This is an optimization exercise on Yosys and OpenROAD, whose aim is small area, a short achievable clock period and few clock cycles per item, not a production implementation. The RTL was checked by simulation tests, not by an equivalence proof against the original design.

## matrix_mul
module matrix_mul(
    input wire clk,
    input wire reset,
    input wire start,
    input wire [8:0][7:0] matrix_a,
    input wire [8:0][7:0] matrix_b,
    output reg [8:0][15:0] result,
    output reg done
);
reg phase;
always @(posedge clk or posedge reset) begin
    if (reset) begin
        phase <= 1'b0;
        done  <= 1'b0;
    end else begin
        phase <= start & ~phase;
        if (phase)
            done <= 1'b1;
        else if (start)
            done <= 1'b0;
    end
end
wire load = start | phase;
wire [8:0][3:0] nib;
genvar e;
generate
    for (e = 0; e < 9; e = e + 1) begin : g_nib
        assign nib[e] = phase ? matrix_b[e][3:0] : matrix_b[e][7:4];
    end
endgenerate
wire e0_s1, e0_c2;
wire e0_s3, e0_c4;
wire e0_s5, e0_c6;
wire e0_s7, e0_c8;
wire e0_s9, e0_c10;
wire e0_s11, e0_c12;
wire e0_s13, e0_c14;
wire e0_s15, e0_c16;
wire e0_s17, e0_c18;
wire e0_s19, e0_c20;
wire e0_s21, e0_c22;
wire e0_s23, e0_c24;
wire e0_s25, e0_c26;
wire e0_s27, e0_c28;
wire e0_s29, e0_c30;
wire e0_s31, e0_c32;
wire e0_s33, e0_c34;
wire e0_s35, e0_c36;
wire e0_s37, e0_c38;
wire e0_s39, e0_c40;
wire e0_s41, e0_c42;
wire e0_s43, e0_c44;
wire e0_s45, e0_c46;
wire e0_s47, e0_c48;
wire e0_s49, e0_c50;
wire e0_s51, e0_c52;
  ...
For scale: about 3000 cells after synthesis, roughly 290 I/O pins, about 30000 µm² of cells after synthesis.
clock: 10.0 ns
lec_check: 0
cap_margin: 20
core_margin: 2
core_utilization: 40
place_density: 0.6
setup_slack_margin: 4.5
slew_margin: 20
synth_hierarchical: 1
tns_end_percent: 5
standard.sh (not shown) runs the stock make flow with config.mk's settings and CLKGATE_MAP_FILE= SYNTH_SCRIPT=/design/flow/synth_recipe.tcl, a recipe that flattens the netlist after the stock synthesis.
==> flow/flow/run.sh <==
#!/bin/bash
# Standard ORFS layout; the only change: ports are buffered with buf_1 cells
# instead of the default delay buffers. Full tool output goes to standard.log.
bash standard.sh finish "BUFFER_PORTS_ARGS=-buffer_cell sky130_fd_sc_hd__buf_1" > standard.log 2>&1
Testbench counts at the start, summed over its fixed seeds: cycles 1,024, items 512.
Next try:
Settings changed: SETUP_SLACK_MARGIN 4.5 to 3, TNS_END_PERCENT 5 to default.
=> Worst setup slack loses 0.49 ns. Final cell count fell by a few percent. Die area stays the same. Global-route usage goes down by 4.3 points.
Next try:
==> flow/run.sh (new file) <==
#!/bin/bash
# synth_recipe.tcl (not shown) runs the flow's synth.tcl, then flattens the netlist and writes it again
# the make line also repeats each setting of config.mk as NAME=value (left out here)
make -C /OpenROAD-flow-scripts/flow DESIGN_CONFIG=/design/flow/config.mk WORK_HOME=/design/flow/orfs CLKGATE_MAP_FILE= SYNTH_SCRIPT=/design/flow/synth_recipe.tcl finish
removed: flow/flow/run.sh
removed: flow/standard.sh
The new run ran to the end with no violations.
Routed wire length goes up by about 6%.
Setup slack loses 0.15 ns.
Area after synthesis stays the same.
First-iteration DRC count rises by 23%.
Design area rose by 8.0%.
Next try:
==> flow/flow/run.sh (new file) <==
#!/bin/bash
# Standard ORFS layout; the only change: ports are buffered with buf_1 cells
# instead of the default delay buffers. Full tool output goes to standard.log.
bash standard.sh finish "BUFFER_PORTS_ARGS=-buffer_cell sky130_fd_sc_hd__buf_1" > standard.log 2>&1
==> flow/standard.sh (new file) <==
#!/bin/bash
# synth_recipe.tcl (not shown) runs the flow's synth.tcl, then flattens the netlist and writes it again
# the make line also repeats each setting of config.mk as NAME=value (left out here)
make -C /OpenROAD-flow-scripts/flow DESIGN_CONFIG=/design/flow/config.mk WORK_HOME=/design/flow/orfs CLKGATE_MAP_FILE= SYNTH_SCRIPT=/design/flow/synth_recipe.tcl "${@:-finish}"
Settings changed: TNS_END_PERCENT from default to 5.
removed: flow/run.sh
Result:
- routed wire length came out lower by about 6%
- global-route usage fell by 0.29 points
- utilization went down by 3.5 points

==> port drivers added, routing unchanged <==
Ports are ideal in the flow. The routed layouts listed here were re-timed in OpenROAD.
Step 1 (the two cells are an assumption about what drives the block):
set clk [get_ports {clk}]
set_driving_cell -lib_cell sky130_fd_sc_hd__clkbuf_16 $clk
set_driving_cell -lib_cell sky130_fd_sc_hd__buf_2 [delete_from_list [all_inputs] $clk]
Step 2 also shifts input and output timing later by t, the mid clock arrival at the registers, as if the neighbouring blocks saw the same clock.
a / b / c = ideal ports / drivers / drivers and shift; a / b = the first two.
| run | shift t [ns] | slack for setup (ns) | worst setup path at the end | clock arrival spread, ns |
|---|---|---|---|---|
| the first run | 0.578 | 3.700 / 3.743 / 3.165 | input to register | 0.020 / 0.020 |
| the second run | 0.570 | 3.209 / 3.231 / 2.661 | input to register | 0.023 / 0.023 |
| the third run | 0.569 | 3.056 / 3.091 / 2.522 | input to register | 0.024 / 0.024 |
| the fourth run | 0.570 | 3.109 / 3.150 / 2.580 | input to register | 0.023 / 0.023 |
After both steps every run listed still meets setup and hold. For the second run, which loses most, drivers alone change the setup slack by +0.022 ns; drivers and shift together by -0.548 ns.
